Context: an optimization exercise on an open-source flow, tuned for small area and a short achievable clock period. The choices shown serve that exercise and are no tape-out recipe. The RTL was checked by simulation tests, not by an equivalence proof against the original design. Power and IR drop assume default switching activity.

==> flow/design.v (outline; a module is shown in full before it is edited, if it fits) <==
// module ksa_inv: 5 lines
// module ksa_nand2: 5 lines
// module ksa_nor2: 5 lines
// module ksa_nand3: 5 lines
// module ksa_nand4: 5 lines
// module ksa_and2: 5 lines
// module ksa_and3: 5 lines
// module ksa_xor2: 5 lines
// module ksa_xnor2: 5 lines
// module ksa_aoi21: 5 lines
// module ksa_a21boi: 5 lines
// module ksa_oai21: 5 lines
// module ksa_fa: 7 lines
// module ksa_ha: 6 lines
// module VKSA_blocks: 263 lines
// module VKSA_256: 1827 lines
// module VKSA_256_top: 21 lines
module VKSA_256_top (in_clk, in_A, in_B, in_CI, out_S, out_CO);
  // ...
==> flow/flow/run.sh <==
#!/bin/bash
# Standard synthesis and layout, with plain minimum-size buffers on the ports
# (buffer_ports would otherwise pick clkdlybuf4s50_1, a slow delay cell), and
# with every gate reset to its smallest drive strength after global placement
# (flow/downsize.tcl), so that timing repair upsizes only what it needs.
set -euo pipefail
bash standard.sh synth > synth.log 2>&1
bash standard.sh "BUFFER_PORTS_ARGS=-buffer_cell sky130_fd_sc_hd__buf_1" \
  "POST_GLOBAL_PLACE_TCL=$PWD/flow/downsize.tcl" finish > layout.log 2>&1
==> flow/flow/downsize.tcl <==
# Start timing repair from minimum-size gates: every combinational cell that
# synthesis mapped to a larger drive strength is swapped for the smallest cell
# of the same function (same name but for the drive-strength suffix). The
# resizer then upsizes only the gates that timing needs.
set n 0
set saved 0.0
foreach inst [get_cells *] {
  set lc [get_lib_cells -of_objects $inst]
  if {$lc eq "" || $lc eq "NULL"} { continue }
  set name [get_name $lc]
  if {![regexp {^(sky130_fd_sc_hd__[a-z0-9]+)_([0-9]+)$} $name -> base drive]} { continue }
  if {[string match "*df*" $base] || [string match "*clk*" $base] || [string match "*tap*" $base]} { continue }
  set best $name
  set best_area [get_property $lc area]
  foreach cand [get_lib_cells ${base}_*] {
    set cname [get_name $cand]
    if {![regexp "^${base}_\[0-9\]+\$" $cname]} { continue }
    if {[get_property $cand dont_use]} { continue }
    set a [get_property $cand area]
    if {$a < $best_area} { set best $cname; set best_area $a }
  }
  if {$best ne $name} {
    set saved [expr {$saved + [get_property $lc area] - $best_area}]
    replace_cell $inst [get_lib_cells $best]
    incr n
  }
}
puts "downsize.tcl: downsized $n cells, [format %.1f $saved] um2"
==> flow/standard.sh <==
#!/bin/bash
# synth_recipe.tcl (not shown) runs the flow's synth.tcl, then flattens the netlist and writes it again
# the make line also repeats each setting of config.mk as NAME=value (left out here)
make -C /OpenROAD-flow-scripts/flow DESIGN_CONFIG=/design/flow/config.mk WORK_HOME=/design/flow/orfs CLKGATE_MAP_FILE= SYNTH_SCRIPT=/design/flow/synth_recipe.tcl "${@:-finish}"
==> flow/config.mk <==
export PLATFORM = sky130hd
export DESIGN_NAME = VKSA_256_top
export DESIGN_NICKNAME = VKSA_256_top
export VERILOG_FILES = /design/flow/design.v
export SDC_FILE = /design/flow/constraint.sdc
export NUM_CORES = 4
export LEC_CHECK = 0
export CAP_MARGIN = 20
export CORE_AREA = 10 10 234 234
export CTS_CLUSTER_DIAMETER = 120
export CTS_CLUSTER_SIZE = 24
export DIE_AREA = 0 0 244 244
export PLACE_DENSITY = 0.5
export SETUP_SLACK_MARGIN = 3.25
export SLEW_MARGIN = 20
export SYNTH_HIERARCHICAL = 1
export TNS_END_PERCENT = 5
==> flow/constraint.sdc <==
create_clock -name core_clock -period 5.5 [get_ports {in_clk}]
set_input_delay 1.1000 -clock core_clock [delete_from_list [all_inputs] [get_ports {in_clk}]]
set_output_delay 1.1000 -clock core_clock [all_outputs]
set_load 0.01 [all_outputs]
==> impl_metrics.tcl, run 1 <==
set metrics [dict create \
    reg2reg_depth 13 \
    clkTransAtPathRegs_ps 90 \
    fin_ws_ps 3150 \
    grt_antenna_before_repair 4 \
    hpwl_um 65000 \
    io_pins 771 \
    worst_path_most_repeated_cell "a21oi_4" \
    grt_max_degree 25 \
    status "timing/DRC/antenna clean" \
    setup_viol 0 \
    vdd_ir_drop_max_uv 224 \
    crit_buf_inv 4 \
    clock_buffers 29 \
    largest_registers "out_S: 256 flops, r_bs: 256 flops, r_bg: 65 flops" \
    area_growth_pct 27.0 \
    numCtsBuffers 28 \
    routed-via-count 16000 \
    internal-power_mw 6.94 \
    cp-end-kind "register" \
    tapCellCount 672 \
    hp-class "register to register" \
    yosysWarnings 7 \
    pwr-share-clk 0.219 \
    seq-power_mw 5.61 \
    final_cells 3395 \
    maxPowerGroup "registers" \
    p_per_area_nw_per_um2 360 \
    stdcell_area_um2 28400 \
    seq_share 0.412 \
    die_y_um 244 \
    dr.max_layer_used "met5" \
    io_buffers 770 \
    switching_share 0.321 \
    fmax_mhz 425 \
    worstSetupPathType "register to register" \
]
==> run 2: changes to the inputs <==
--- a/flow/config.mk
+++ b/flow/config.mk
@@ -7,5 +7,5 @@
 export LEC_CHECK = 0
 export CAP_MARGIN = 20
-export CORE_AREA = 10 10 234 234
+export CORE_AREA = 17 17 227 227
 export CTS_CLUSTER_DIAMETER = 120
 export CTS_CLUSTER_SIZE = 24
==> run 2 against run 1 <==
Sequential share of layout area up 0.50 points. Global-route usage up 0.64 points. Critical endpoint is now out_S[52]. Synthesized cell count unchanged. Design area down 1.7%. Worst setup slack better by 44 ps. Sequential cell count unchanged. Sequential power about the same. Count of clock-buffer cells in the layout unchanged. Non-clock buffer count down 6. Clock power about the same.
==> impl_metrics.tcl, run 2 <==
set metrics [dict create \
    drive_above_1_share 0.131 \
    io_pins 771 \
    reg2reg_depth 11 \
    cap_viol_max_count 0 \
    dieArea_um2 59500 \
    routed-via-count 16200 \
    hp-class "register to register" \
    grt_max_degree 25 \
    drt_iter0_drc 761 \
    synth_top_area_share 0.517 \
    crit_cells 1 \
    cts-root-buf "clkbuf_16" \
    yosysTopAreaCell "dfxtp_1" \
    viasPerCell 4.91 \
    grt_pass1_vias 17200 \
    largest_registers "out_S: 256 flops, r_bs: 256 flops, r_bg: 65 flops" \
    post-synth-top-count-cell "dfxtp_1" \
    synth_cell_type_count 13 \
    clock_latency_ps 580 \
    avgSynthCellArea_um2 11.9 \
    wl_um 79400 \
    antenna_left 0 \
    crit_buf_inv 1 \
    core_area_um2 43400 \
    final_cell_mix "buf_1 (764), dfxtp_1 (514), fa_1 (192)" \
    critPathTopFamily "flip-flops" \
    tns_ps 0 \
    slowest_stage "dfxtp_1" \
    clkTransAtPathRegs_ps 90 \
    start_util 0.516 \
    whs_path_depth 0 \
    path_cells "buf_1" \
    grt_pass1_wl_um 113000 \
    fin_nets 3485 \
    synthFlopType "dfxtp_1" \
    netlist_area_um2 22400 \
    yosys-top-cells-count "dfxtp_1 (578), fa_1 (192), nor2_1 (180)" \
    timing.final.crit_share 0.420 \
    grt_antenna_before_repair 2 \
    layout_commonest_cell "buf_1" \
    ys_ff_latch 578 \
    slew_violations 0 \
    area_growth_pct 24.9 \
    critPathMaxFanout 1 \
    cp-end-kind "primary output" \
    worstSetupPathType "register to primary output" \
    synth_edf_count 0 \
    setup_viol 0 \
    cts_htree_levels 1 \
    vdd_ir_drop_max_uv 250 \
    finalHoldViolCount 0 \
    yosysWarnings 7 \
    drc_errors 0 \
    placed_area_um2 25500 \
    stdcell_area_um2 27900 \
    clkSinkCount 578 \
    max-slew-margin-rel 0.731 \
    rsz0062_at_grt "yes" \
    cts_hold_buffers 0 \
    worst_pin_slew_ps 404 \
    dieWidth_um 244 \
    gr-total-overflow 0 \
    leakage_nw 11.3 \
    required_ps 4400 \
    io_buffers 770 \
    ys_async_sr_fraction 0 \
    slowest_delay_ps 320 \
    wl_per_cell_um 24.0 \
    die_y_um 244 \
    clock_skew_ps 24.6 \
    grtUsageTotal 0.248 \
    syn_inst 1872 \
    period_needed_ps 2310 \
    start_kind "register" \
    fmax_mhz 433 \
    yosys-top-cells-area "dfxtp_1 (52%), fa_1 (17%), xor2_1 (5.8%), a21oi_2 (4.6%), xnor2_1 (4.1%)" \
    arrival_ps 1210 \
    syn_nets 2642 \
    cts_tree "yes" \
    drt_pre_antenna_iters 5 \
    status "timing/DRC/antenna clean" \
    hpwl_um 69900 \
    numCtsBuffers 28 \
    placementRows 76 \
    clk_path_buf_depth 3 \
    synth-seq-area-share 0.517 \
    p_per_area_nw_per_um2 364 \
]
run 2: report_power, final:
group / total [mW] / internal [mW] / leakage (nW) / switching (mW)
clock: 2.21 / 0.949 / 0.369 / 1.26
combinational: 2.36 / 0.913 / 6.08 / 1.45
sequential: 5.60 / 5.05 / 4.88 / 0.544
run 2: final cells by class:
| cell class | count | area, um2 |
|---|---|---|
| fillers | 3667 | 15400 |
| flip-flops and latches | 578 | 11700 |
| multi-input cells | 1167 | 11100 |
| repair buffers | 816 | 3280 |
| well taps | 585 | 732 |
| clock buffers | 29 | 726 |
| inverters | 124 | 465 |
| clock inverters | 1 | 30.0 |
| diodes | 2 | 5.00 |
run 2: cells by family after synthesis:
| group | Yosys count | share of synthesized area |
|---|---|---|
| compound gates | 193 | 0.0630 |
| fa+ha+maj | 256 | 0.208 |
| buf+inv | 127 | 0.0218 |
| flops | 578 | 0.517 |
| simple gates | 465 | 0.0910 |
| xor+xnor | 253 | 0.0991 |
run 2: metrics by stage:
| step | hold WS, ps | instances | power [mW] | setup WS [ps] | util |
|---|---|---|---|---|---|
| CTS | 334 | 3280 | 10.2 | 3140 | 0.625 |
| floorplan | 392 | 1872 | 6.61 | 2920 | - |
| global route | 352 | 3302 | 10.7 | 3110 | 0.644 |
| finish | 334 | 3302 | 10.2 | 3190 | 0.644 |
| global placement | 311 | 3225 | 7.92 | 2240 | 0.602 |
| detailed placement | 312 | 3225 | 7.86 | 1350 | 0.589 |
run 2: worst paths after layout:
kind	from	to	slack [ps]
hold reg to reg	r_bs[2]	out_S[2]	330
hold / removal	r_bs[2]	out_S[2]	330
setup reg to reg	r_bs[69]	out_S[142]	3220
setup / recovery	out_S[52]	out_S[52]	3190
run 2: worst reg2reg max path, stage by stage (launching register included):
cell and delay, ps:
dfxtp_1 380, nand4_1 170, inv_2 140, nand2_2 150, nor2_4 170, nand2_1 190
nor2_2 200, nand2_1 120, o21ai_4 250, a21oi_4 110, nor2_1 140, xor2_1 180
run 2: Yosys stat by module (local to each module, per instance), excerpt:
module        cell area (um2)  copies in the design  flip-flops and latches  cells
ksa_nand2                3.75                   138                       0      1
ksa_nor2                 3.75                   180                       0      1
ksa_oai21                5.00                    75                       0      1
ksa_nand3                5.00                    63                       0      1
ksa_aoi21                8.76                   118                       0      1
VKSA_256                 22.5                     1                       0      3
ksa_inv                  3.75                   124                       0      1
ksa_nand4                6.26                    84                       0      1
ksa_xor2                 8.76                   148                       0      1
ksa_ha                   12.5                    64                       0      1
ksa_xnor2                8.76                   105                       0      1
VKSA_256_top            11600                     1                     578    578
run 2: repair_timing:
| item | 4_1_cts | 5_1_grt |
|---|---|---|
| endpoints found under the setup margin | 334 | 311 |
| pin swaps | 14 | 33 |
| gates resized for setup | 142 | 221 |
| buffers inserted | 25 | 20 |
run 2: per-layer routing:
layer / GRT usage / share of wire
met1: 0.270 / 0.37
met2: 0.474 / 0.54
met3: 0.0708 / 0.073
met4: 0.0466 / 0.021
met5: 0 / 0
==> run 3: changes to the inputs <==
--- a/flow/config.mk
+++ b/flow/config.mk
@@ -12,5 +12,5 @@
 export DIE_AREA = 0 0 244 244
 export PLACE_DENSITY = 0.5
-export SETUP_SLACK_MARGIN = 3.25
+export SETUP_SLACK_MARGIN = 3.3
 export SLEW_MARGIN = 20
 export SYNTH_HIERARCHICAL = 1
==> run 3 against run 2 <==
Still clean on timing, DRC and antenna. Non-clock buffer count rose by 11. Synthesized area did not move. Count of clock-buffer cells in the layout did not move. Wire length rose by 3.1%. Clock power barely moved. Critical endpoint is now r_bs[114].
==> impl_metrics.tcl, run 3 <==
set metrics [dict create \
    fmax_mhz 436 \
    rsz0062_at_grt "yes" \
    whs_ps 333 \
    slowest_stage "fa_1" \
    hp-class "register to register" \
    r2r-start "r_bs[67]" \
    reg2reg_depth 12 \
    n_fill_cell 3621 \
    leakage_nw 11.6 \
    arrival_ps 2750 \
    cts_hold_buffers 0 \
    clk_path_buf_depth 3 \
    yosysWarnings 7 \
    crit_buf_inv 1 \
    ys_ff_latch 578 \
    wl_um 81900 \
    final_cell_mix "buf_1 (741), dfxtp_1 (502), fa_1 (192)" \
    drt_pre_antenna_iters 5 \
    tns_ps 0 \
    ff_latch_area_um2 11700 \
    yosysTopAreaCell "dfxtp_1" \
    drt_iter0_drc 803 \
    grt_pass1_vias 17700 \
    die_y_um 244 \
    min_to "out_S[1]" \
    synth-seq-area-share 0.517 \
    cts_htree_levels 1 \
    drc_errors 0 \
    dieWidth_um 244 \
    syn_inst 1872 \
    netlist_area_um2 22400 \
    slew_violations 0 \
    gr-total-overflow 0 \
    synth_edf_count 0 \
    viasPerCell 4.96 \
    routed-via-count 16400 \
    timing.final.crit_share 0.417 \
    cp-end-kind "register" \
    worstReg2RegEnd "out_S[86]" \
    worst_path_most_repeated_cell "fa_1" \
    dieArea_um2 59500 \
    area_growth_pct 27.5 \
    clkSinkCount 578 \
    worstSetupPathType "input port to register" \
    grt_max_degree 25 \
    ys_async_sr_fraction 0 \
    syn_nets 2642 \
    yosys-top-cells-count "dfxtp_1 (578), fa_1 (192), nor2_1 (180)" \
    worst_pin_slew_ps 504 \
    r2r_slack_ps 3210 \
    required_ps 5950 \
    clock_skew_ps 26.2 \
    cts_tree "yes" \
    drive_above_1_share 0.172 \
    antenna_left 0 \
    finalHoldViolCount 0 \
    postLayoutCoreUtil 0.658 \
    largest_registers "out_S: 256 flops, r_bs: 256 flops, r_bg: 65 flops" \
    synth_cell_type_count 13 \
    avgSynthCellArea_um2 11.9 \
    io_buffers 770 \
    placementRows 76 \
    max-slew-margin-rel 0.664 \
    io_pins 771 \
    vdd_ir_drop_max_uv 204 \
    yosys-top-cells-area "dfxtp_1 (52%), fa_1 (17%), xor2_1 (5.8%), a21oi_2 (4.6%), xnor2_1 (4.1%)" \
    setup_viol 0 \
    period_needed_ps 2300 \
    grtUsageTotal 0.256 \
    grt_pass1_wl_um 116000 \
    layout_commonest_cell "buf_1" \
    status "timing/DRC/antenna clean" \
    post-synth-top-count-cell "dfxtp_1" \
    whs_path_depth 0 \
    numCtsBuffers 28 \
    worstHoldStart "r_bs[1]" \
    synthFlopType "dfxtp_1" \
    synth_top_area_share 0.517 \
    multiInputGateArea_um2 11500 \
    clkTransAtPathRegs_ps 100 \
    clock_latency_ps 590 \
    start_kind "input port" \
    cts-root-buf "clkbuf_16" \
    p_per_area_nw_per_um2 361 \
    slowest_delay_ps 520 \
    grt_antenna_before_repair 2 \
    fin_nets 3496 \
    path_cells "buf_1, ha_1, fa_1, fa_1, fa_1" \
    critPathMaxFanout 1 \
    core_area_um2 43400 \
    cap_viol_max_count 0 \
    hpwl_um 71700 \
    start_util 0.516 \
    wl_per_cell_um 24.7 \
    critPathTopFamily "adder cells" \
]
-- run 3: area by class of cell --
class                           count  share of cell area
Inverter                          124              0.0163
Tap cell                          585              0.0257
Timing Repair Buffer              827               0.118
Antenna cell                        2            0.000176
Sequential cell                   578               0.410
Clock buffer                       29              0.0255
Clock inverter                      1             0.00105
Multi-Input combinational cell   1167               0.403
-- run 3: Yosys stat by module (local to each module, per instance), a selection --
module        area (um2)  copies in the design  cells inside  flip-flops and latches
ksa_nand2           3.75                   138             1                       0
VKSA_256_top       11600                     1           578                     578
ksa_aoi21           8.76                   118             1                       0
ksa_fa              20.0                   192             1                       0
ksa_ha              12.5                    64             1                       0
VKSA_256            22.5                     1             3                       0
ksa_nand3           5.00                    63             1                       0
ksa_nand4           6.26                    84             1                       0
ksa_xnor2           8.76                   105             1                       0
ksa_nor2            3.75                   180             1                       0
ksa_xor2            8.76                   148             1                       0
-- run 3: routing by layer --
metal	global-route usage	vias to the layer above	wire (um)
met5	0	-	0
met4	0.0454	0	1650
met3	0.0724	82	5850
met2	0.490	522	44300
met1	0.279	8099	30100
li1	-	7746	-
-- run 3: cells by family (layout without fill, tap and decap cells) --
logic type                 after synthesis  after routing  share of synthesized area
and+or+nand+nor                        465            465                     0.0910
AOI/OAI and AO/OA                      193            193                     0.0630
other                                    0              2                          0
adders and majority gates              256            256                      0.208
buffers and inverters                  127            981                     0.0218
xor gates and xnor gates               253            253                     0.0991
DFF                                    578            578                      0.517
-- run 3: power breakdown --
group	internal [mW]	total, mW	leakage (nW)	switching [mW]
sequential	5.06	5.63	4.88	0.576
combinational	0.952	2.44	6.33	1.49
clock	0.949	2.21	0.369	1.26
-- run 3: repair_timing --
| item | 4_1_cts | 5_1_grt |
|---|---|---|
| pin swaps | 28 | 73 |
| resized for setup | 237 | 275 |
| setup buffers | 27 | 30 |
| setup endpoints to repair | 467 | 482 |
-- run 3: how the worst max path moves through the flow --
stage,depth (start not counted),endpoint,slack [ps],from
CTS,1,out_S[88],3200,out_S[88]
detailed placement,11,out_S[134],1550,r_bs[3]
global route,11,out_S[170],3140,r_bs[37]
finish,5,r_bs[114],3200,in_A[111]
global placement,11,out_S[246],2280,r_bs[3]
floorplan,4,r_bs[146],2920,in_A[143]
-- run 3: per-stage QoR --
stage | worst slack [ps] | instances | power (mW) | instance area [um2]
detailed placement | 1550 | 3224 | 7.90 | 25500
global placement | 2280 | 3224 | 7.96 | 26200
CTS | 3200 | 3281 | 10.2 | 27400
finish | 3200 | 3313 | 10.3 | 28500
floorplan | 2920 | 1872 | 6.61 | 22600
global route | 3140 | 3312 | 10.8 | 28500
==> run 4: changes to the inputs <==
--- a/flow/config.mk
+++ b/flow/config.mk
@@ -12,5 +12,5 @@
 export DIE_AREA = 0 0 244 244
 export PLACE_DENSITY = 0.5
-export SETUP_SLACK_MARGIN = 3.3
+export SETUP_SLACK_MARGIN = 3.1
 export SLEW_MARGIN = 20
 export SYNTH_HIERARCHICAL = 1
==> run 4 against run 3 <==
Total power fell by 1.6%. Hold slack barely moved. First-iteration DRC count fell by 5.5%. Still clean on timing, DRC and antenna. Combinational power fell by 4%. Synthesized area did not move. Sequential power fell by 0.9%. Clock power barely moved. Non-clock buffer count fell by 22. Design area fell by 3.4%.
==> impl_metrics.tcl, run 4 <==
set metrics [dict create \
    timing.final.crit_share 0.434 \
    post-synth-top-count-cell "dfxtp_1" \
    critPathTopFamily "flip-flops" \
    r2r_slack_ps 3130 \
    wl_um 79900 \
    io_pins 771 \
    die_y_um 244 \
    worstSetupPathType "register to primary output" \
    tns_ps 0 \
    p_per_area_nw_per_um2 368 \
    fmax_mhz 419 \
    numCtsBuffers 28 \
    wl_per_cell_um 24.3 \
    whs_path_depth 0 \
    yosysWarnings 7 \
    cap_viol_max_count 0 \
    clock_skew_ps 25.6 \
    n_fill_cell 3680 \
    synth_top_area_share 0.517 \
    cts_tree "yes" \
    dr.max_layer_used "met5" \
    worstReg2RegEnd "out_S[202]" \
    crit_buf_inv 1 \
    start_kind "register" \
    start_util 0.516 \
    fin_ws_ps 3110 \
    drt_pre_antenna_iters 5 \
    largest_registers "out_S: 256 flops, r_bs: 256 flops, r_bg: 65 flops" \
    clkTransAtPathRegs_ps 90 \
    clk_path_buf_depth 3 \
    required_ps 4400 \
    area_growth_pct 23.2 \
    synth_edf_count 0 \
    io_buffers 770 \
    hp-class "register to register" \
    rsz0062_at_grt "yes" \
    synth_cell_type_count 13 \
    core_area_um2 43400 \
    syn_nets 2642 \
    slowest_delay_ps 410 \
    dieWidth_um 244 \
    ys_async_sr_fraction 0 \
    leakage_nw 11.2 \
    grt_max_degree 25 \
    grt_antenna_before_repair 6 \
    cts-root-buf "clkbuf_16" \
    finalHoldViolCount 0 \
    fin_nets 3474 \
    final_cell_mix "buf_1 (769), dfxtp_1 (566), fa_1 (192)" \
    synth-seq-area-share 0.517 \
    yosys-top-cells-area "dfxtp_1 (52%), fa_1 (17%), xor2_1 (5.8%), a21oi_2 (4.6%), xnor2_1 (4.1%)" \
    yosysTopAreaCell "dfxtp_1" \
    critPathMaxFanout 1 \
    reg2reg_depth 11 \
    path_cells "buf_1" \
    arrival_ps 1290 \
    worst_pin_slew_ps 448 \
    netlist_area_um2 22400 \
    wl_met1_um 28700 \
    drt_iter0_drc 759 \
    dieArea_um2 59500 \
    period_needed_ps 2390 \
    drive_above_1_share 0.0884 \
    grt_pass1_vias 17100 \
    cp-end-kind "primary output" \
    vdd_ir_drop_max_uv 224 \
    viasPerCell 4.87 \
    grtUsageTotal 0.252 \
    post-place-ws_ps 1500 \
    clkSinkCount 578 \
    max-slew-margin-rel 0.701 \
    placementRows 76 \
    status "timing/DRC/antenna clean" \
    slowest_stage "dfxtp_1" \
    clock_latency_ps 590 \
    gr-total-overflow 0 \
    avgSynthCellArea_um2 11.9 \
    dr_wl_met3_um 6520 \
    antenna_left 0 \
    grt_pass1_wl_um 113000 \
    setup_viol 0 \
    r2r-start "r_bs[59]" \
    syn_inst 1872 \
    min_to "out_S[2]" \
    synthFlopType "dfxtp_1" \
    slew_violations 0 \
    ys_ff_latch 578 \
    cts_htree_levels 1 \
    layout_commonest_cell "buf_1" \
    yosys-top-cells-count "dfxtp_1 (578), fa_1 (192), nor2_1 (180)" \
    drc_errors 0 \
    hpwl_um 71100 \
    routed-via-count 16000 \
    wl_met2_um 41800 \
    worstHoldStart "r_bs[2]" \
]
-- run 4: how the worst max path moves through the flow --
stage / start / to / slack (ps) / cells after the start
6_report: out_S[81] / out_S[81] / 3110 / 1
3_5_place_dp: r_bs[3] / out_S[228] / 1500 / 11
3_3_place_gp: r_bs[3] / out_S[197] / 2040 / 11
4_1_cts: r_bs[19] / out_S[150] / 3030 / 11
5_1_grt: r_bs[123] / out_S[164] / 3000 / 12
2_1_floorplan: in_A[123] / r_bs[126] / 2920 / 4
-- run 4: timing repair --
action                                  4_1_cts  5_1_grt
hold endpoints to repair                      0        0
gates resized for setup                      93      142
hold buffers                                  0        0
buffers inserted                             15       20
pin swaps                                     8       17
endpoints found under the setup margin      221      156
-- run 4: cell type report --
cell class / instances / area, um2 / share of cell area
Clock inverter: 1 / 30.0 / 0.00109
Sequential cell: 578 / 11600 / 0.420
Tap cell: 585 / 732 / 0.0266
Antenna cell: 4 / 10.0 / 0.000363
Inverter: 124 / 465 / 0.0169
Timing Repair Buffer: 805 / 3190 / 0.116
Multi-Input combinational cell: 1167 / 10800 / 0.392
Clock buffer: 29 / 726 / 0.0263
-- run 4: kinds of logic after synthesis --
| group | Yosys count | synth area share |
|---|---|---|
| AOI/OAI and AO/OA | 193 | 0.0630 |
| xor gates and xnor gates | 253 | 0.0991 |
| adders and majority gates | 256 | 0.208 |
| buffers and inverters | 127 | 0.0218 |
| DFF | 578 | 0.517 |
| and+or+nand+nor | 465 | 0.0910 |
-- run 4: per-stage QoR --
stage	hold slack, ps	util	std cells	instance area (um2)	power, mW
4_1_cts	334	0.619	3269	26800	10.1
3_3_place_gp	311	0.601	3224	26100	7.95
5_1_grt	345	0.636	3293	27600	10.7
6_report	334	0.636	3293	27600	10.1
3_5_place_dp	312	0.589	3224	25500	7.89
2_1_floorplan	392	-	1872	22500	6.61
-- run 4: metal layers --
metal  GRT usage  vias to the layer above
li1            -                     7702
met1       0.266                     7711
met2       0.466                      511
met3      0.0863                      111
met4      0.0825                        4
met5           0                        -
-- run 4: modules after synthesis (local to each module, per instance), a selection --
module | flip-flops and latches | copies in the design | cells inside
ksa_nand4 | 0 | 84 | 1
ksa_nand2 | 0 | 138 | 1
ksa_oai21 | 0 | 75 | 1
ksa_nand3 | 0 | 63 | 1
ksa_fa | 0 | 192 | 1
VKSA_256_top | 578 | 1 | 578
ksa_nor2 | 0 | 180 | 1
ksa_xor2 | 0 | 148 | 1
ksa_ha | 0 | 64 | 1
ksa_xnor2 | 0 | 105 | 1
ksa_aoi21 | 0 | 118 | 1
ksa_inv | 0 | 124 | 1
VKSA_256 | 0 | 1 | 3
-- run 4: report_power, final --
part           total [mW]  internal [mW]  leakage (nW)  switching, mW
registers            5.58           5.04          4.88          0.536
clock network        2.19          0.948         0.369           1.25
logic                2.35          0.894          5.98           1.46
total                10.1           6.88          11.2           3.24
==> run 5: changes to the inputs <==
--- a/flow/config.mk
+++ b/flow/config.mk
@@ -12,5 +12,5 @@
 export DIE_AREA = 0 0 244 244
 export PLACE_DENSITY = 0.5
-export SETUP_SLACK_MARGIN = 3.1
+export SETUP_SLACK_MARGIN = 3.15
 export SLEW_MARGIN = 20
 export SYNTH_HIERARCHICAL = 1
==> run 5 against run 4 <==
Count of clock-buffer cells in the layout unchanged. Sequential cell count did not move. Via count rose by 0.15%. Sequential share of layout area down 0.096 points. Cell count about the same. Design area is 0.42% higher. Total power is 0.18% higher. Critical path type unchanged. Critical endpoint unchanged. Largest cell class unchanged. Highest routed layer unchanged.
==> impl_metrics.tcl, run 5 <==
set metrics [dict create \
    status "timing/DRC/antenna clean" \
    slowest_delay_ps 400 \
    finalHoldViolCount 0 \
    fin_nets 3477 \
    syn_nets 2642 \
    synth-seq-area-share 0.517 \
    placementRows 76 \
    rsz0062_at_grt "yes" \
    ys_async_sr_fraction 0 \
    synthXorXnorAreaFrac 0.0991 \
    clock_skew_ps 25.9 \
    yosys-top-cells-area "dfxtp_1 (52%), fa_1 (17%), xor2_1 (5.8%), a21oi_2 (4.6%), xnor2_1 (4.1%)" \
    drc_errors 0 \
    synthMuxAreaShare 0 \
    grt_max_degree 25 \
    yosysTopAreaCell "dfxtp_1" \
    period_needed_ps 2390 \
    final_cells 3296 \
    io_buffers 770 \
    grt_pass1_vias 17200 \
    drt_iter0_drc 853 \
    use_met1 0.265 \
    p_per_area_nw_per_um2 367 \
    grt_busiest_layer "met2" \
    timing.final.crit_share 0.434 \
    synth_top_area_share 0.517 \
    worstReg2RegEnd "out_S[236]" \
    clock_latency_ps 590 \
    start_util 0.516 \
    leakage_nw 11.3 \
    setup_viol 0 \
    largest_registers "out_S: 256 flops, r_bs: 256 flops, r_bg: 65 flops" \
    critPathTopFamily "flip-flops" \
    whs_path_depth 0 \
    clkTransAtPathRegs_ps 90 \
    min_to "out_S[2]" \
    path_cells "buf_1" \
    post-synth-top-count-cell "dfxtp_1" \
    clk_path_buf_depth 3 \
    cap_viol_max_count 0 \
    fmax_mhz 419 \
    routed-via-count 16100 \
    gr-total-overflow 0 \
    tns_ps 0 \
    worstSetupPathType "register to primary output" \
    slew_violations 0 \
    die_y_um 244 \
    layout_commonest_cell "buf_1" \
    place_inst 3224 \
    r2r_slack_ps 3190 \
    grt_antenna_before_repair 6 \
    final_cell_mix "buf_1 (769), dfxtp_1 (548), fa_1 (192)" \
    worst_pin_slew_ps 450 \
    avgSynthCellArea_um2 11.9 \
    netlist_area_um2 22400 \
    yosysWarnings 7 \
    synth_cell_type_count 13 \
    arrival_ps 1290 \
    io_pins 771 \
    hpwl_um 71100 \
    drt_pre_antenna_iters 5 \
    worstHoldStart "r_bs[2]" \
    yosys-top-cells-count "dfxtp_1 (578), fa_1 (192), nor2_1 (180)" \
    grt_pass1_wl_um 113000 \
    synthFlopType "dfxtp_1" \
    viasPerCell 4.87 \
    cts_tree "yes" \
    critPathMaxFanout 1 \
    wl_um 80100 \
    antenna_left 0 \
    synth_top_family_by_area "adder cells" \
    grtUsageMet2 0.466 \
    use_met3 0.0870 \
    clkSinkCount 578 \
    slowest_stage "dfxtp_1" \
    reg2reg_depth 12 \
    postLayoutCoreUtil 0.638 \
    cp-end-kind "primary output" \
    numCtsBuffers 28 \
    max-slew-margin-rel 0.700 \
    area_growth_pct 23.7 \
    cts_htree_levels 1 \
    crit_buf_inv 1 \
    dieWidth_um 244 \
    r2r-start "r_bs[59]" \
    ys_ff_latch 578 \
    hp-class "register to register" \
    syn_inst 1872 \
    grtUsageTotal 0.253 \
    synth-adder-area-share 0.208 \
    core_area_um2 43400 \
    drive_above_1_share 0.102 \
    synth_compound_area_frac 0.0630 \
    cts-root-buf "clkbuf_16" \
    vdd_ir_drop_max_uv 224 \
    synth-simple-area-share 0.0910 \
    start_kind "register" \
    required_ps 4400 \
    synth_edf_count 0 \
    wl_per_cell_um 24.3 \
    dieArea_um2 59500 \
]
==> run 5: repair_timing <==
action                     4_1_cts  5_1_grt
pin swaps                        9       21
gates resized for setup        114      160
setup buffers                   18       20
setup endpoints to repair      228      169
hold buffers                     0        0
cloned                           0        0
==> run 5: stage by stage <==
stage               hold slack (ps)  worst slack, ps  total power [mW]  area (um2)
floorplan                       392             2920              6.61       22500
global placement                311             2040              7.95       26100
detailed placement              312             1500              7.89       25500
CTS                             334             3070              10.2       27000
global route                    345             3050              10.7       27700
finish                          334             3110              10.1       27700
==> run 5: how the worst max path moves through the flow <==
stage | start | to | slack [ps] | cells after the start
6_report | out_S[81] | out_S[81] | 3110 | 1
5_1_grt | r_bs[76] | out_S[246] | 3050 | 11
4_1_cts | r_bs[19] | out_S[169] | 3070 | 11
3_5_place_dp | r_bs[3] | out_S[228] | 1500 | 11
3_3_place_gp | r_bs[3] | out_S[197] | 2040 | 11
2_1_floorplan | in_A[123] | r_bs[126] | 2920 | 4
==> run 5: layer usage <==
| layer | vias to the layer above | wire length [um] |
|---|---|---|
| met3 | 115 | 6740 |
| li1 | 7712 | - |
| met5 | - | 22 |
| met2 | 522 | 41900 |
| met4 | 4 | 3010 |
| met1 | 7710 | 28500 |
==> run 5: logic make-up (layout without fill, tap and decap cells) <==
family | after synthesis | after routing
buffers and inverters | 127 | 962
flip-flops | 578 | 578
adder cells (fa/ha/maj) | 256 | 256
XOR/XNOR | 253 | 253
AND/OR/NAND/NOR | 465 | 465
AO/OA/AOI/OAI | 193 | 193
other | 0 | 4
==> run 5: modules after synthesis (local to each module, per instance), a selection <==
module | area [um2] | times used
VKSA_256_top | 11600 | 1
VKSA_256 | 22.5 | 1
ksa_fa | 20.0 | 192
ksa_ha | 12.5 | 64
ksa_xnor2 | 8.76 | 105
ksa_nand3 | 5.00 | 63
ksa_oai21 | 5.00 | 75
ksa_nor2 | 3.75 | 180
ksa_inv | 3.75 | 124
==> run 5: area by class of cell <==
| class | count | area [um2] |
|---|---|---|
| Inverter | 124 | 465 |
| Timing Repair Buffer | 808 | 3210 |
| Clock inverter | 1 | 30.0 |
| Antenna cell | 4 | 10.0 |
| Sequential cell | 578 | 11600 |
| Clock buffer | 29 | 726 |
| Fill cell | 3671 | 15700 |
| Tap cell | 585 | 732 |
| Multi-Input combinational cell | 1167 | 10900 |
==> run 5: report_power, final <==
group	internal (mW)	switching, mW
logic	0.898	1.46
registers	5.05	0.537
clock network	0.948	1.25
total	6.89	3.25
==> run 6: changes to the inputs <==
--- a/flow/config.mk
+++ b/flow/config.mk
@@ -12,5 +12,5 @@
 export DIE_AREA = 0 0 244 244
 export PLACE_DENSITY = 0.5
-export SETUP_SLACK_MARGIN = 3.15
+export SETUP_SLACK_MARGIN = 3.2
 export SLEW_MARGIN = 20
 export SYNTH_HIERARCHICAL = 1
==> run 6 against run 5 <==
Still clean on timing, DRC and antenna. Via count rose by 0.49%. Design area barely moved. Highest routed layer is now met4. Synthesized cell count did not move. First-iteration DRC count fell by 12%. Critical endpoint is now out_S[104]. Die area did not move.
==> impl_metrics.tcl, run 6 <==
set metrics [dict create \
    dieWidth_um 244 \
    clkSinkCount 578 \
    gr-total-overflow 0 \
    grt_antenna_before_repair 2 \
    reg2reg_depth 11 \
    dieArea_um2 59500 \
    p_per_area_nw_per_um2 366 \
    tns_ps 0 \
    path_cells "buf_1" \
    synth-seq-area-share 0.517 \
    wl_per_cell_um 24.1 \
    ys_ff_latch 578 \
    crit_buf_inv 1 \
    core_area_um2 43400 \
    hpwl_um 69900 \
    r2r_slack_ps 3230 \
    min_to "out_S[2]" \
    drt_iter0_drc 749 \
    critPathMaxFanout 1 \
    critPathTopFamily "flip-flops" \
    vdd_ir_drop_max_uv 250 \
    leakage_nw 11.2 \
    worstReg2RegEnd "out_S[172]" \
    netlist_area_um2 22400 \
    post-place-ws_ps 1350 \
    syn_nets 2642 \
    final_cells 3293 \
    ys_async_sr_fraction 0 \
    yosys-top-cells-area "dfxtp_1 (52%), fa_1 (17%), xor2_1 (5.8%), a21oi_2 (4.6%), xnor2_1 (4.1%)" \
    grt_max_degree 25 \
    io_buffers 770 \
    rsz0062_at_grt "yes" \
    placementRows 76 \
    cts_tree "yes" \
    synthFlopType "dfxtp_1" \
    arrival_ps 1210 \
    synth_cell_type_count 13 \
    placed_area_um2 25500 \
    avgSynthCellArea_um2 11.9 \
    drive_above_1_share 0.111 \
    syn_inst 1872 \
    grt_pass1_wl_um 112000 \
    slowest_stage "dfxtp_1" \
    worstHoldStart "r_bs[2]" \
    yosysTopAreaCell "dfxtp_1" \
    total_power_mw 10.1 \
    final_cell_mix "buf_1 (767), dfxtp_1 (535), fa_1 (192)" \
    area_growth_pct 23.7 \
    synth_compound_area_frac 0.0630 \
    synthXorXnorAreaFrac 0.0991 \
    layout_commonest_cell "buf_1" \
    status "timing/DRC/antenna clean" \
    timing.final.crit_share 0.421 \
    period_needed_ps 2310 \
    largest_registers "out_S: 256 flops, r_bs: 256 flops, r_bg: 65 flops" \
    required_ps 4400 \
    grt_pass1_vias 17100 \
    drt_pre_antenna_iters 5 \
    io_pins 771 \
    whs_ps 333 \
    yosys-top-cells-count "dfxtp_1 (578), fa_1 (192), nor2_1 (180)" \
    postLayoutCoreUtil 0.638 \
    die_y_um 244 \
    clock_skew_ps 24.5 \
    place_inst 3225 \
    stdcell_area_um2 27700 \
    cts-root-buf "clkbuf_16" \
    wl_um 79300 \
    synthMuxAreaShare 0 \
    start_util 0.516 \
    worst_pin_slew_ps 401 \
    hp-class "register to register" \
    routed-via-count 16100 \
    start_kind "register" \
    max-slew-margin-rel 0.732 \
    yosysWarnings 7 \
    cts_htree_levels 1 \
    clock_latency_ps 580 \
    post-synth-top-count-cell "dfxtp_1" \
    setup_viol 0 \
    worstSetupPathType "register to primary output" \
    cp-end-kind "primary output" \
    clk_path_buf_depth 3 \
    synth_edf_count 0 \
    r2r-start "r_bs[69]" \
    finalHoldViolCount 0 \
    fmax_mhz 432 \
    antenna_left 0 \
    synth-adder-area-share 0.208 \
    drc_errors 0 \
    viasPerCell 4.90 \
    fin_ws_ps 3190 \
    slew_violations 0 \
    numCtsBuffers 28 \
    synth-simple-area-share 0.0910 \
    grtUsageTotal 0.248 \
    fin_nets 3476 \
    cap_viol_max_count 0 \
    clkTransAtPathRegs_ps 90 \
    whs_path_depth 0 \
    synth_top_family_by_area "adder cells" \
    slowest_delay_ps 370 \
    synth_top_area_share 0.517 \
]
[run 6: modules after synthesis (local to each module, per instance), excerpt]
| module | copies in the design | cells inside | area (um2) |
|---|---|---|---|
| VKSA_256_top | 1 | 578 | 11600 |
| VKSA_256 | 1 | 3 | 22.5 |
| ksa_fa | 192 | 1 | 20.0 |
| ksa_ha | 64 | 1 | 12.5 |
| ksa_xnor2 | 105 | 1 | 8.76 |
| ksa_xor2 | 148 | 1 | 8.76 |
| ksa_nand4 | 84 | 1 | 6.26 |
| ksa_oai21 | 75 | 1 | 5.00 |
| ksa_nand3 | 63 | 1 | 5.00 |
| ksa_nand2 | 138 | 1 | 3.75 |
| ksa_nor2 | 180 | 1 | 3.75 |
| ksa_inv | 124 | 1 | 3.75 |
[run 6: metal layers]
layer,GRT usage,share of wire
met1,0.270,0.37
met4,0.0466,0.022
met3,0.0708,0.070
met2,0.473,0.54
met5,0,0
[run 6: how the worst max path moves through the flow]
stage	from	to	slack, ps	depth (start not counted)
6_report	out_S[104]	out_S[104]	3190	1
5_1_grt	r_bs[107]	out_S[205]	3100	11
4_1_cts	r_bs[19]	out_S[149]	3120	11
3_5_place_dp	r_bs[3]	out_S[254]	1350	12
3_3_place_gp	r_bs[3]	out_S[246]	2240	11
2_1_floorplan	in_A[127]	r_bs[130]	2920	4
[run 6: cell families after synthesis]
family	Yosys count
flip-flops	578
AO/OA/AOI/OAI	193
XOR/XNOR	253
buffers and inverters	127
adder cells (fa/ha/maj)	256
AND/OR/NAND/NOR	465
[run 6: layout make-up]
type / instances / area (um2)
Clock inverter: 1 / 30.0
Clock buffer: 29 / 726
Sequential cell: 578 / 11600
Fill cell: 3708 / 15700
Antenna cell: 2 / 5.00
Inverter: 124 / 465
Tap cell: 585 / 732
Timing Repair Buffer: 807 / 3200
Multi-Input combinational cell: 1167 / 10900
[run 6: what timing repair did]
item / CTS / global route
hold buffers: 0 / 0
endpoints found under the setup margin: 248 / 180
gates resized for setup: 138 / 161
buffers inserted: 23 / 13
pin swaps: 13 / 21
cloned: 0 / 0
[run 6: where the power goes]
group / switching [mW] / internal, mW / leakage, nW
Combinational: 1.43 / 0.896 / 6.00
Clock: 1.25 / 0.949 / 0.369
Sequential: 0.543 / 5.05 / 4.88
Total: 3.23 / 6.90 / 11.2
==> run 7: changes to the inputs <==
--- a/flow/config.mk
+++ b/flow/config.mk
@@ -11,4 +11,5 @@
 export CTS_CLUSTER_SIZE = 24
 export DIE_AREA = 0 0 244 244
+export GPL_TIMING_DRIVEN = 0
 export PLACE_DENSITY = 0.5
 export SETUP_SLACK_MARGIN = 3.2
==> run 7 against run 6 <==
Wire length decreased by 0.43%. Die area is the same. Hold slack improved by 76 ps. Critical endpoint is now out_S[53].
==> impl_metrics.tcl, run 7 <==
set metrics [dict create \
    status "timing/DRC/antenna clean" \
    drt_pre_antenna_iters 5 \
    p_per_area_nw_per_um2 363 \
    r2r-start "r_bs[9]" \
    cp-end-kind "primary output" \
    p_comb_frac 0.233 \
    max-slew-margin-rel 0.734 \
    arrival_ps 1220 \
    grt_pass1_wl_um 113000 \
    syn_inst 1872 \
    use_met1 0.265 \
    clock_skew_ps 23.5 \
    cts-root-buf "clkbuf_16" \
    crit_cells 1 \
    path_cells "buf_1" \
    clkSinkCount 578 \
    post-synth-top-count-cell "dfxtp_1" \
    postLayoutCoreUtil 0.643 \
    required_ps 4400 \
    critPathMaxFanout 1 \
    grt_max_degree 25 \
    critPathCapture "out_S[53]" \
    total_power_mw 10.1 \
    start_util 0.516 \
    io_pins 771 \
    routed-via-count 16200 \
    drc_errors 0 \
    antenna_left 0 \
    drive_above_1_share 0.118 \
    synth_cell_type_count 13 \
    hp-class "register to register" \
    avgSynthCellArea_um2 11.9 \
    leakage_nw 11.3 \
    synthFlopType "dfxtp_1" \
    syn_nets 2642 \
    worstReg2RegEnd "out_S[194]" \
    clock_latency_ps 580 \
    hpwl_um 69900 \
    final_cells 3302 \
    reg2reg_depth 12 \
    switchingPower_mw 3.22 \
    seq_power_share 0.550 \
    switching_share 0.318 \
    cts_tree "yes" \
    largest_registers "out_S: 256 flops, r_bs: 256 flops, r_bg: 65 flops" \
    ys_ff_latch 578 \
    wl_per_cell_um 23.9 \
    yosys-top-cells-count "dfxtp_1 (578), fa_1 (192), nor2_1 (180)" \
    vdd_ir_drop_max_uv 223 \
    tns_ps 0 \
    yosys-top-cells-area "dfxtp_1 (52%), fa_1 (17%), xor2_1 (5.8%), a21oi_2 (4.6%), xnor2_1 (4.1%)" \
    clkTransAtPathRegs_ps 90 \
    finalHoldViolCount 0 \
    area_growth_pct 24.7 \
    worst_pin_slew_ps 400 \
    start_kind "register" \
    crit_buf_inv 1 \
    setup.worst_path.start "out_S[53]" \
    yosysWarnings 7 \
    final_cell_mix "buf_1 (771), dfxtp_1 (529), fa_1 (192)" \
    cap_viol_max_count 0 \
    synth_edf_count 0 \
    setup_viol 0 \
    grt_antenna_before_repair 8 \
    dieWidth_um 244 \
    slew_violations 0 \
    whs_ps 409 \
    cts_htree_levels 1 \
    worstSetupPathType "register to primary output" \
    drt_iter0_drc 677 \
    place_inst 3227 \
    use_met3 0.0797 \
    synth_top_area_share 0.517 \
    yosysTopAreaCell "dfxtp_1" \
    grtUsageMet2 0.478 \
    io_buffers 770 \
    slowest_stage "dfxtp_1" \
    stdcell_area_um2 27900 \
    ys_async_sr_fraction 0 \
    clk_path_buf_depth 3 \
    placed_area_um2 25500 \
    grt_pass1_vias 17200 \
    critPathTopFamily "flip-flops" \
    dieArea_um2 59500 \
    gr-total-overflow 0 \
    grt_busiest_layer "met2" \
    synth-seq-area-share 0.517 \
    die_y_um 244 \
    fin_ws_ps 3180 \
    rsz0062_at_grt "yes" \
    wl_um 78900 \
    grtUsageTotal 0.249 \
    pwr-share-clk 0.217 \
    viasPerCell 4.90 \
    fin_nets 3483 \
    placementRows 76 \
    post-place-ws_ps 1070 \
    timing.final.crit_share 0.422 \
    internal-power_mw 6.91 \
    layout_commonest_cell "buf_1" \
    slowest_delay_ps 320 \
    numCtsBuffers 28 \
    r2r_slack_ps 3210 \
    core_area_um2 43400 \
    period_needed_ps 2320 \
    netlist_area_um2 22400 \
    fmax_mhz 431 \
]
run 7: cell counts after synthesis:
No cell type changed its count.
run 7: what timing repair did:
item / 4_1_cts / 5_1_grt
pin swaps: 15 / 25
resized for setup: 113 / 218
buffers inserted: 23 / 18
endpoints found under the hold margin: 0 / 0
setup endpoints to repair: 254 / 196
hold buffers: 0 / 0
run 7: how the worst min path moves through the flow:
stage | endpoint | from | slack (ps) | depth (start not counted)
after global placement | out_S[1] | r_bs[1] | 400 | 1
final | out_S[1] | r_bs[1] | 410 | 1
after floorplan | out_CO | r_bg[64] | 390 | 2
after global routing | out_S[1] | r_bs[1] | 430 | 1
after detailed placement | out_S[1] | r_bs[1] | 390 | 1
after CTS | out_S[1] | r_bs[1] | 410 | 1
run 7: layer usage:
metal  wire (um)  up-vias
li1            -     7706
met1       28600     7907
met2       42600      480
met3        5960       93
met4        1670       10
met5          64        -
run 7: modules after synthesis (local to each module, per instance), a selection:
module        area [um2]  flops+latches  times used
ksa_oai21           5.00              0          75
VKSA_256_top       11600            578           1
ksa_ha              12.5              0          64
ksa_aoi21           8.76              0         118
ksa_inv             3.75              0         124
ksa_xor2            8.76              0         148
ksa_nand2           3.75              0         138
ksa_nand4           6.26              0          84
ksa_nor2            3.75              0         180
VKSA_256            22.5              0           1
ksa_fa              20.0              0         192
ksa_nand3           5.00              0          63
ksa_xnor2           8.76              0         105
run 7: cell type report:
type | instances | area (um2)
clock buffer | 29 | 726
buffer | 3 | 11.3
fill | 3705 | 15500
multi-input combinational | 1167 | 11000
tap | 585 | 732
clock inverter | 1 | 30.0
antenna | 4 | 10.0
sequential | 578 | 11600
timing repair buffer | 811 | 3240
inverter | 124 | 465
run 7: kinds of logic after synthesis:
group           after synthesis  share of synthesized area
flops                       578                      0.517
compound gates              193                     0.0630
fa+ha+maj                   256                      0.208
xor+xnor                    253                     0.0991
buf+inv                     127                     0.0218
simple gates                465                     0.0910
run 7: power groups by stage:
stage,registers [mW],clock network (mW),logic [mW]
floorplan,5.78,0,0.831
global placement,5.63,0,2.27
detailed placement,5.64,0,2.21
CTS,5.56,2.26,2.33
global route,5.67,2.40,2.58
finish,5.57,2.19,2.36
==> run 8: changes to the inputs <==
--- a/flow/config.mk
+++ b/flow/config.mk
@@ -11,8 +11,7 @@
 export CTS_CLUSTER_SIZE = 24
 export DIE_AREA = 0 0 244 244
-export GPL_TIMING_DRIVEN = 0
 export PLACE_DENSITY = 0.5
 export SETUP_SLACK_MARGIN = 3.2
 export SLEW_MARGIN = 20
 export SYNTH_HIERARCHICAL = 1
-export TNS_END_PERCENT = 5
+export TNS_END_PERCENT = 2
==> run 8 against run 7 <==
Clock power hardly changed. Worst setup slack worse by 13 ps. Design area about the same. Die area unchanged. Sequential power about the same. Still clean. Critical path depth did not move. Count of clock-buffer cells in the layout unchanged. Cell count is essentially flat. Clock skew rose by 4.7 ps. Critical endpoint is now out_S[177]. First-iteration DRC count grew 17%. Register-to-register slack better by 20 ps. Global-route usage rose by 0.060 points.
==> impl_metrics.tcl, run 8 <==
set metrics [dict create \
    synth_top_area_share 0.517 \
    arrival_ps 1240 \
    worstSetupPathType "register to primary output" \
    wl_per_cell_um 24.2 \
    place_inst 3224 \
    tns_ps 0 \
    hpwl_um 70600 \
    dieWidth_um 244 \
    layout_commonest_cell "buf_1" \
    crit_buf_inv 1 \
    yosys-top-cells-area "dfxtp_1 (52%), fa_1 (17%), xor2_1 (5.8%), a21oi_2 (4.6%), xnor2_1 (4.1%)" \
    cts_tree "yes" \
    timing.final.crit_share 0.425 \
    final_cell_mix "buf_1 (769), dfxtp_1 (547), fa_1 (192)" \
    netlist_area_um2 22400 \
    grt_pass1_vias 17200 \
    vdd_ir_drop_max_uv 299 \
    synth_edf_count 0 \
    largest_registers "out_S: 256 flops, r_bs: 256 flops, r_bg: 65 flops" \
    postLayoutCoreUtil 0.643 \
    clock_skew_ps 28.1 \
    syn_nets 2642 \
    leakage_nw 11.3 \
    cp-end-kind "primary output" \
    area_growth_pct 24.6 \
    cts-root-buf "clkbuf_16" \
    ys_ff_latch 578 \
    cts_htree_levels 1 \
    yosysWarnings 7 \
    max-slew-margin-rel 0.700 \
    switchingPower_mw 3.26 \
    synth-seq-area-share 0.517 \
    post-synth-top-count-cell "dfxtp_1" \
    ys_async_sr_fraction 0 \
    hp-class "register to register" \
    syn_inst 1872 \
    drc_errors 0 \
    clkSinkCount 578 \
    switching_share 0.320 \
    grt_pass1_wl_um 113000 \
    grt_max_degree 25 \
    status "timing/DRC/antenna clean" \
    placementRows 76 \
    cap_viol_max_count 0 \
    slew_violations 0 \
    clk_path_buf_depth 3 \
    drive_above_1_share 0.112 \
    yosysTopAreaCell "dfxtp_1" \
    required_ps 4400 \
    fin_nets 3485 \
    setup_viol 0 \
    io_buffers 770 \
    clock_latency_ps 590 \
    drt_pre_antenna_iters 5 \
    avgSynthCellArea_um2 11.9 \
    p_comb_frac 0.233 \
    dieArea_um2 59500 \
    synth_cell_type_count 13 \
    p_per_area_nw_per_um2 365 \
    critPathMaxFanout 1 \
    grtUsageTotal 0.250 \
    worst_pin_slew_ps 451 \
    critPathTopFamily "flip-flops" \
    finalHoldViolCount 0 \
    drt_iter0_drc 792 \
    start_kind "register" \
    synthFlopType "dfxtp_1" \
    slowest_stage "dfxtp_1" \
    gr-total-overflow 0 \
    placed_area_um2 25500 \
    viasPerCell 4.91 \
    stdcell_area_um2 27900 \
    rsz0062_at_grt "yes" \
    pwr-share-clk 0.217 \
    core_area_um2 43400 \
    routed-via-count 16200 \
    total_power_mw 10.2 \
    die_y_um 244 \
    fmax_mhz 428 \
    slowest_delay_ps 390 \
    path_cells "buf_1" \
    wl_um 79800 \
    antenna_left 0 \
    start_util 0.516 \
    yosys-top-cells-count "dfxtp_1 (578), fa_1 (192), nor2_1 (180)" \
    io_pins 771 \
    internal-power_mw 6.91 \
    final_cells 3301 \
    period_needed_ps 2340 \
    clkTransAtPathRegs_ps 90 \
    grt_antenna_before_repair 1 \
    seq_power_share 0.549 \
    numCtsBuffers 28 \
]
==> run 8: power groups by stage <==
stage	Sequential [mW]	Clock, mW	Combinational (mW)
global placement	5.65	0	2.28
floorplan	5.78	0	0.828
detailed placement	5.66	0	2.23
finish	5.58	2.21	2.37
global route	5.67	2.41	2.58
CTS	5.57	2.26	2.34
==> run 8: logic make-up after synthesis <==
group / synth area share
buf+inv: 0.0218
xor+xnor: 0.0991
fa+ha+maj: 0.208
simple gates: 0.0910
flops: 0.517
compound gates: 0.0630
==> run 8: modules after synthesis, one instance, submodules excluded, a selection <==
module | cell area [um2] | cells inside
VKSA_256_top | 11600 | 578
ksa_xnor2 | 8.76 | 1
ksa_oai21 | 5.00 | 1
ksa_nand3 | 5.00 | 1
ksa_inv | 3.75 | 1
ksa_xor2 | 8.76 | 1
ksa_nand2 | 3.75 | 1
ksa_nand4 | 6.26 | 1
ksa_aoi21 | 8.76 | 1
ksa_nor2 | 3.75 | 1
==> run 8: final timing paths <==
| kind | depth (start not counted) | from | end | slack [ps] |
|---|---|---|---|---|
| setup / recovery | 1 | out_S[177] | out_S[177] | 3160 |
| hold / removal | 0 | r_bs[2] | out_S[2] | 330 |
| setup reg to reg | 11 | r_bs[69] | out_S[210] | 3230 |
| hold reg to reg | 0 | r_bs[2] | out_S[2] | 330 |
==> run 8: per-layer routing <==
layer  up-vias  global-route usage  routed length (um)
met5         -                   0                   0
met3        77              0.0679                5730
met4         0              0.0506                1750
met1      7888               0.273               29400
li1       7713                   -                   -
met2       516               0.477               43000
==> run 8: repair_timing <==
item / 4_1_cts / 5_1_grt
buffers inserted: 22 / 24
hold buffers: 0 / 0
gates resized for setup: 121 / 191
setup endpoints to repair: 267 / 216
pin swaps: 14 / 26
==> run 8: through the flow <==
step	hold slack [ps]	setup slack, ps
6_report	335	3160
3_5_place_dp	314	1390
2_1_floorplan	392	2920
5_1_grt	340	3100
4_1_cts	336	3120
3_3_place_gp	311	2050
==> run 8: final cells by class <==
cell class / instances / area [um2]
Tap cell: 585 / 732
Multi-Input combinational cell: 1167 / 11100
Inverter: 124 / 465
Clock inverter: 1 / 30.0
Antenna cell: 1 / 2.50
Fill cell: 3671 / 15500
Timing Repair Buffer: 816 / 3250
Clock buffer: 29 / 726
Sequential cell: 578 / 11600
==> run 9: changes to the inputs <==
--- a/flow/config.mk
+++ b/flow/config.mk
@@ -7,4 +7,6 @@
 export LEC_CHECK = 0
 export CAP_MARGIN = 20
+export CELL_PAD_IN_SITES_DETAIL_PLACEMENT = 1
+export CELL_PAD_IN_SITES_GLOBAL_PLACEMENT = 1
 export CORE_AREA = 17 17 227 227
 export CTS_CLUSTER_DIAMETER = 120
@@ -15,3 +17,3 @@
 export SLEW_MARGIN = 20
 export SYNTH_HIERARCHICAL = 1
-export TNS_END_PERCENT = 2
+export TNS_END_PERCENT = 5
==> run 9 against run 8 <==
Wire length rose by 13%. Synthesized cell count unchanged. Worst setup slack lost 25 ps. Via count up 4.1%. Synthesized area is the same. Clock power grew 2%. Total power is 2.0% higher. Utilization is 0.60 points higher. Still clean. Register-to-register slack worse by 90 ps. Critical path depth up 10. Sequential cell count did not move. Count of clock-buffer cells in the layout did not move.
==> impl_metrics.tcl, run 9 <==
set metrics [dict create \
    placementRows 76 \
    netlist_area_um2 22400 \
    ys_ff_latch 578 \
    io_pins 771 \
    yosysTopAreaCell "dfxtp_1" \
    drt_pre_antenna_iters 5 \
    clock_latency_ps 600 \
    dieArea_um2 59500 \
    max-slew-margin-rel 0.699 \
    start_kind "register" \
    hp-class "register to register" \
    tns_ps 0 \
    yosys-top-cells-area "dfxtp_1 (52%), fa_1 (17%), xor2_1 (5.8%), a21oi_2 (4.6%), xnor2_1 (4.1%)" \
    cp-end-kind "register" \
    avgSynthCellArea_um2 11.9 \
    drive_above_1_share 0.134 \
    grtUsageTotal 0.279 \
    n_fill_cell 4787 \
    total_power_mw 10.4 \
    largest_registers "out_S: 256 flops, r_bs: 256 flops, r_bg: 65 flops" \
    reg2reg_depth 11 \
    vdd_ir_drop_max_uv 201 \
    dieWidth_um 244 \
    die_y_um 244 \
    fin_nets 3492 \
    area_growth_pct 25.8 \
    gr-total-overflow 0 \
    r2r_slack_ps 3140 \
    clkTransAtPathRegs_ps 90 \
    internal-power_mw 6.93 \
    worstSetupPathType "register to register" \
    post-synth-top-count-cell "dfxtp_1" \
    worstHoldStart "r_bs[2]" \
    hpwl_um 76900 \
    cts_tree "yes" \
    ys_async_sr_fraction 0 \
    grt_pass1_vias 19200 \
    grt_antenna_before_repair 5 \
    switchingPower_mw 3.44 \
    cts_htree_levels 1 \
    leakage_nw 11.4 \
    synth_top_area_share 0.517 \
    yosysWarnings 7 \
    slew_violations 0 \
    cts-root-buf "clkbuf_16" \
    clk_path_buf_depth 3 \
    status "timing/DRC/antenna clean" \
    syn_inst 1872 \
    fmax_mhz 424 \
    p_comb_frac 0.241 \
    routed-via-count 16900 \
    clock_skew_ps 27.7 \
    core_area_um2 43400 \
    layout_commonest_cell "buf_1" \
    critPathMaxFanout 5 \
    grt_pass1_wl_um 127000 \
    worstReg2RegEnd "out_S[237]" \
    r2r-start "r_bs[139]" \
    pwr-share-clk 0.218 \
    rsz0062_at_grt "yes" \
    io_buffers 770 \
    arrival_ps 2830 \
    timing.final.crit_share 0.429 \
    p_per_area_nw_per_um2 369 \
    wl_um 90200 \
    synth_edf_count 0 \
    seq_power_share 0.542 \
    worst_pin_slew_ps 452 \
    clkSinkCount 578 \
    antenna_left 0 \
    switching_share 0.332 \
    drt_iter0_drc 728 \
    setup_viol 0 \
    whs_path_depth 0 \
    synth-seq-area-share 0.517 \
    required_ps 5970 \
    yosys-top-cells-count "dfxtp_1 (578), fa_1 (192), nor2_1 (180)" \
    period_needed_ps 2360 \
    min_to "out_S[2]" \
    synthFlopType "dfxtp_1" \
    final_cell_mix "buf_1 (768), dfxtp_1 (515), fa_1 (192)" \
    setup.worst_path.start "r_bs[139]" \
    numCtsBuffers 28 \
    synth_cell_type_count 13 \
    grt_max_degree 25 \
    cts_hold_buffers 0 \
    viasPerCell 5.09 \
    finalHoldViolCount 0 \
    wl_per_cell_um 27.2 \
    syn_nets 2642 \
    cap_viol_max_count 0 \
    start_util 0.516 \
    drc_errors 0 \
]
run 9: how the worst max path moves through the flow:
stage                      end  slack, ps
floorplan            r_bs[130]       2920
global placement    out_S[246]       2110
detailed placement  out_S[252]       1320
CTS                 out_S[213]       3110
global route        out_S[213]       3030
finish              out_S[237]       3140
run 9: final cells by class:
type / count / area [um2] / area share
antenna: 2 / 5.00 / 0.000178
clock buffer: 29 / 726 / 0.0258
clock inverter: 1 / 30.0 / 0.00107
inverter: 124 / 468 / 0.0166
multi-input combinational: 1167 / 11200 / 0.398
sequential: 578 / 11600 / 0.414
tap: 585 / 732 / 0.0260
timing repair buffer: 823 / 3310 / 0.118
run 9: metrics by stage:
step	hold WS (ps)	std cells	util	area, um2	worst slack [ps]
2_1_floorplan	392	1872	-	22500	2920
3_3_place_gp	311	3225	0.602	26100	2110
3_5_place_dp	313	3225	0.589	25500	1320
4_1_cts	357	3279	0.625	27100	3110
5_1_grt	361	3308	0.649	28100	3030
6_report	352	3309	0.649	28100	3140
run 9: logic make-up after synthesis:
kind of cell	share of synthesized area
xor+xnor	0.0991
flops	0.517
fa+ha+maj	0.208
buf+inv	0.0218
simple gates	0.0910
compound gates	0.0630
run 9: power by group through the flow:
stage	registers (mW)	logic (mW)	clock network [mW]
after floorplan	5.78	0.831	0
after global placement	5.62	2.29	0
after detailed placement	5.66	2.29	0
after CTS	5.58	2.43	2.27
after global routing	5.70	2.69	2.45
final	5.62	2.50	2.26
run 9: per-layer routing:
metal / routed length (um) / track usage
met1: 31600 / 0.278
met2: 49800 / 0.550
met3: 5690 / 0.0796
met4: 3020 / 0.0792
met5: 39 / 0
run 9: Yosys stat by module (local to each module, per instance), a selection:
module / cells / area (um2) / copies in the design / flops+latches
ksa_nor2: 1 / 3.75 / 180 / 0
ksa_nand4: 1 / 6.26 / 84 / 0
ksa_nand3: 1 / 5.00 / 63 / 0
ksa_inv: 1 / 3.75 / 124 / 0
ksa_aoi21: 1 / 8.76 / 118 / 0
VKSA_256: 3 / 22.5 / 1 / 0
ksa_oai21: 1 / 5.00 / 75 / 0
ksa_fa: 1 / 20.0 / 192 / 0
ksa_xor2: 1 / 8.76 / 148 / 0
ksa_xnor2: 1 / 8.76 / 105 / 0
run 9: critical path, stage by stage, from the launching register on:
cell     delay, ps
dfxtp_1        360
nand4_1        110
inv_1           80
a21oi_2        260
o21ai_1        150
a21oi_1        210
o21ai_1        170
a21oi_2        280
o21ai_4        150
a21oi_4        200
nor2_1          80
xor2_1         180
run 9: repair_timing:
item,4_1_cts,5_1_grt
setup buffers,24,28
gates resized for setup,155,234
setup endpoints to repair,262,211
pin swaps,17,35
endpoints found under the hold margin,0,0
==> run 10: changes to the inputs <==
--- a/flow/config.mk
+++ b/flow/config.mk
@@ -7,9 +7,7 @@
 export LEC_CHECK = 0
 export CAP_MARGIN = 20
-export CELL_PAD_IN_SITES_DETAIL_PLACEMENT = 1
-export CELL_PAD_IN_SITES_GLOBAL_PLACEMENT = 1
 export CORE_AREA = 17 17 227 227
-export CTS_CLUSTER_DIAMETER = 120
-export CTS_CLUSTER_SIZE = 24
+export CTS_CLUSTER_DIAMETER = 150
+export CTS_CLUSTER_SIZE = 30
 export DIE_AREA = 0 0 244 244
 export PLACE_DENSITY = 0.5
==> run 10 against run 9 <==
Register-to-register slack improved by 70 ps. Clock skew decreased by 4.1 ps. Largest cell class unchanged. Via count decreased by 4.5%. Clock power decreased by 12%. Hold slack got worse by 15 ps. Fmax increased by 1.0%. First-iteration DRC count increased by 7.0%. Highest routed layer is now met4. Sequential cell count unchanged.
==> impl_metrics.tcl, run 10 <==
set metrics [dict create \
    status "timing/DRC/antenna clean" \
    finalHoldViolCount 0 \
    slew_violations 0 \
    worstHoldStart "r_bs[2]" \
    worst_pin_slew_ps 433 \
    setup_viol 0 \
    drive_above_1_share 0.111 \
    viasPerCell 4.90 \
    grt_pass1_vias 17100 \
    ys_ff_latch 578 \
    wl_um 78900 \
    dieWidth_um 244 \
    grt_pass1_wl_um 112000 \
    synth_cell_type_count 13 \
    worstSetupPathType "register to primary output" \
    gr-total-overflow 0 \
    dieArea_um2 59500 \
    ys_async_sr_fraction 0 \
    clk_path_buf_depth 3 \
    clkTransAtPathRegs_ps 110 \
    slowest_stage "buf_1" \
    synthXorXnorAreaFrac 0.0991 \
    dr.max_layer_used "met4" \
    critPathMaxFanout 1 \
    tns_ps 0 \
    dr_wl_met3_um 5470 \
    r2r-start "r_bs[67]" \
    antenna_left 0 \
    vdd_ir_drop_max_uv 266 \
    grt_max_degree 31 \
    crit_buf_inv 1 \
    synth_top_family_by_area "adder cells" \
    synth-adder-area-share 0.208 \
    fin_ws_ps 3160 \
    period_needed_ps 2340 \
    clkSinkCount 578 \
    clock_latency_ps 570 \
    yosysTopAreaCell "dfxtp_1" \
    synth-seq-area-share 0.517 \
    min_to "out_S[2]" \
    drt_iter0_drc 779 \
    io_buffers 770 \
    arrival_ps 1240 \
    fin_nets 3472 \
    path_cells "buf_1" \
    n_fill_cell 3717 \
    total_power_mw 9.91 \
    cts-root-buf "clkbuf_16" \
    netlist_area_um2 22400 \
    drt_pre_antenna_iters 5 \
    grt_antenna_before_repair 2 \
    cp-end-kind "primary output" \
    critPathTopFamily "buffers and inverters" \
    die_y_um 244 \
    syn_nets 2642 \
    core_area_um2 43400 \
    final_cells 3288 \
    placementRows 76 \
    start_util 0.516 \
    yosys-top-cells-area "dfxtp_1 (52%), fa_1 (17%), xor2_1 (5.8%), a21oi_2 (4.6%), xnor2_1 (4.1%)" \
    synth_edf_count 0 \
    synth-simple-area-share 0.0910 \
    whs_path_depth 0 \
    r2r_slack_ps 3210 \
    routed-via-count 16100 \
    clock_skew_ps 23.6 \
    max-slew-margin-rel 0.713 \
    wl_per_cell_um 24.0 \
    yosysWarnings 7 \
    hpwl_um 69900 \
    timing.final.crit_share 0.425 \
    synthFlopType "dfxtp_1" \
    yosys-top-cells-count "dfxtp_1 (578), fa_1 (192), nor2_1 (180)" \
    wl_met1_um 29200 \
    cts_htree_levels 1 \
    final_cell_mix "buf_1 (769), dfxtp_1 (523), fa_1 (192)" \
    avgSynthCellArea_um2 11.9 \
    fmax_mhz 428 \
    synth_compound_area_frac 0.0630 \
    syn_inst 1872 \
    hp-class "register to register" \
    start_kind "register" \
    rsz0062_at_grt "yes" \
    area_growth_pct 23.0 \
    post-synth-top-count-cell "dfxtp_1" \
    slowest_delay_ps 350 \
    post-place-ws_ps 1350 \
    reg2reg_depth 12 \
    worstReg2RegEnd "out_S[166]" \
    synthMuxAreaShare 0 \
    numCtsBuffers 23 \
    layout_commonest_cell "buf_1" \
    wl_met2_um 42500 \
    place_inst 3225 \
    cap_viol_max_count 0 \
    required_ps 4400 \
    grtUsageTotal 0.247 \
    cts_tree "yes" \
    largest_registers "out_S: 256 flops, r_bs: 256 flops, r_bg: 65 flops" \
    leakage_nw 11.2 \
    synth_top_area_share 0.517 \
    io_pins 771 \
    p_per_area_nw_per_um2 360 \
    drc_errors 0 \
]
==> run 10: cell counts after synthesis <==
No cell type changed its count.
==> run 10: Yosys stat by module (local to each module, per instance), excerpt <==
| module | copies in the design | flops+latches | cell area (um2) |
|---|---|---|---|
| ksa_ha | 64 | 0 | 12.5 |
| ksa_nand4 | 84 | 0 | 6.26 |
| ksa_nand3 | 63 | 0 | 5.00 |
| VKSA_256_top | 1 | 578 | 11600 |
| ksa_xnor2 | 105 | 0 | 8.76 |
| ksa_inv | 124 | 0 | 3.75 |
==> run 10: what timing repair did <==
action,in CTS,in global routing
setup endpoints to repair,238,186
pin swaps,11,20
gates cloned,0,0
hold endpoints to repair,0,0
gates resized for setup,123,177
setup buffers,23,14
hold buffers,0,0
==> run 10: cell families after synthesis <==
family / after synthesis
simple gates: 465
fa+ha+maj: 256
flops: 578
buf+inv: 127
compound gates: 193
xor+xnor: 253
==> run 10: routing by layer <==
layer | global-route usage | vias up
met5 | 0 | -
met4 | 0.0479 | 0
met3 | 0.0706 | 74
met2 | 0.472 | 490
met1 | 0.269 | 7864
li1 | - | 7677
==> run 10: worst max-delay path by stage <==
stage                       to  slack, ps  cells past startpoint  startpoint
finish               out_S[81]       3160                      1   out_S[81]
global route        out_S[149]       3070                     11    r_bs[91]
CTS                  out_S[81]       3130                      1   out_S[81]
detailed placement  out_S[254]       1350                     12     r_bs[3]
global placement    out_S[246]       2240                     11     r_bs[3]
floorplan            r_bs[130]       2920                      4   in_A[127]
==> run 10: through the flow <==
stage	utilization	instance area [um2]	hold WS (ps)
after CTS	0.620	26900	337
after global placement	0.602	26100	311
after detailed placement	0.589	25500	312
after global routing	0.634	27500	354
final	0.634	27500	337
after floorplan	-	22500	392
==> run 10: report_power, final <==
part | switching, mW | total, mW | internal (mW)
logic | 1.43 | 2.33 | 0.896
clock network | 1.22 | 1.99 | 0.769
registers | 0.542 | 5.59 | 5.05
total | 3.19 | 9.91 | 6.72
==> run 10: final cells by class <==
| class | instances | area [um2] | area share |
|---|---|---|---|
| clock inverters | 1 | 30.0 | 0.00109 |
| flip-flops and latches | 578 | 11600 | 0.423 |
| clock buffers | 23 | 576 | 0.0209 |
| repair buffers | 808 | 3210 | 0.117 |
| well taps | 585 | 732 | 0.0266 |
| diodes | 2 | 5.00 | 0.000182 |
| inverters | 124 | 465 | 0.0169 |
| multi-input cells | 1167 | 10900 | 0.395 |
==> run 10: worst reg2reg max path, stage by stage, from the launching register on <==
cell and delay, ps:
dfxtp_2 360, nand4_1 130, inv_2 80, a21oi_4 210, o21ai_1 170, a21oi_2 220
o21ai_2 110, a21oi_2 200, o21ai_4 90, buf_12 140, a21oi_2 210, nor2_1 80
xor2_1 160

Re-timed with assumed drivers on the ports (clkbuf_16 on the clock, buf_2 on other inputs), run 10 has 3.104 ns of setup slack against 3.163 ns with ideal ports, and 2.612 ns once port delays also move by the mid clock arrival of 0.617 ns.
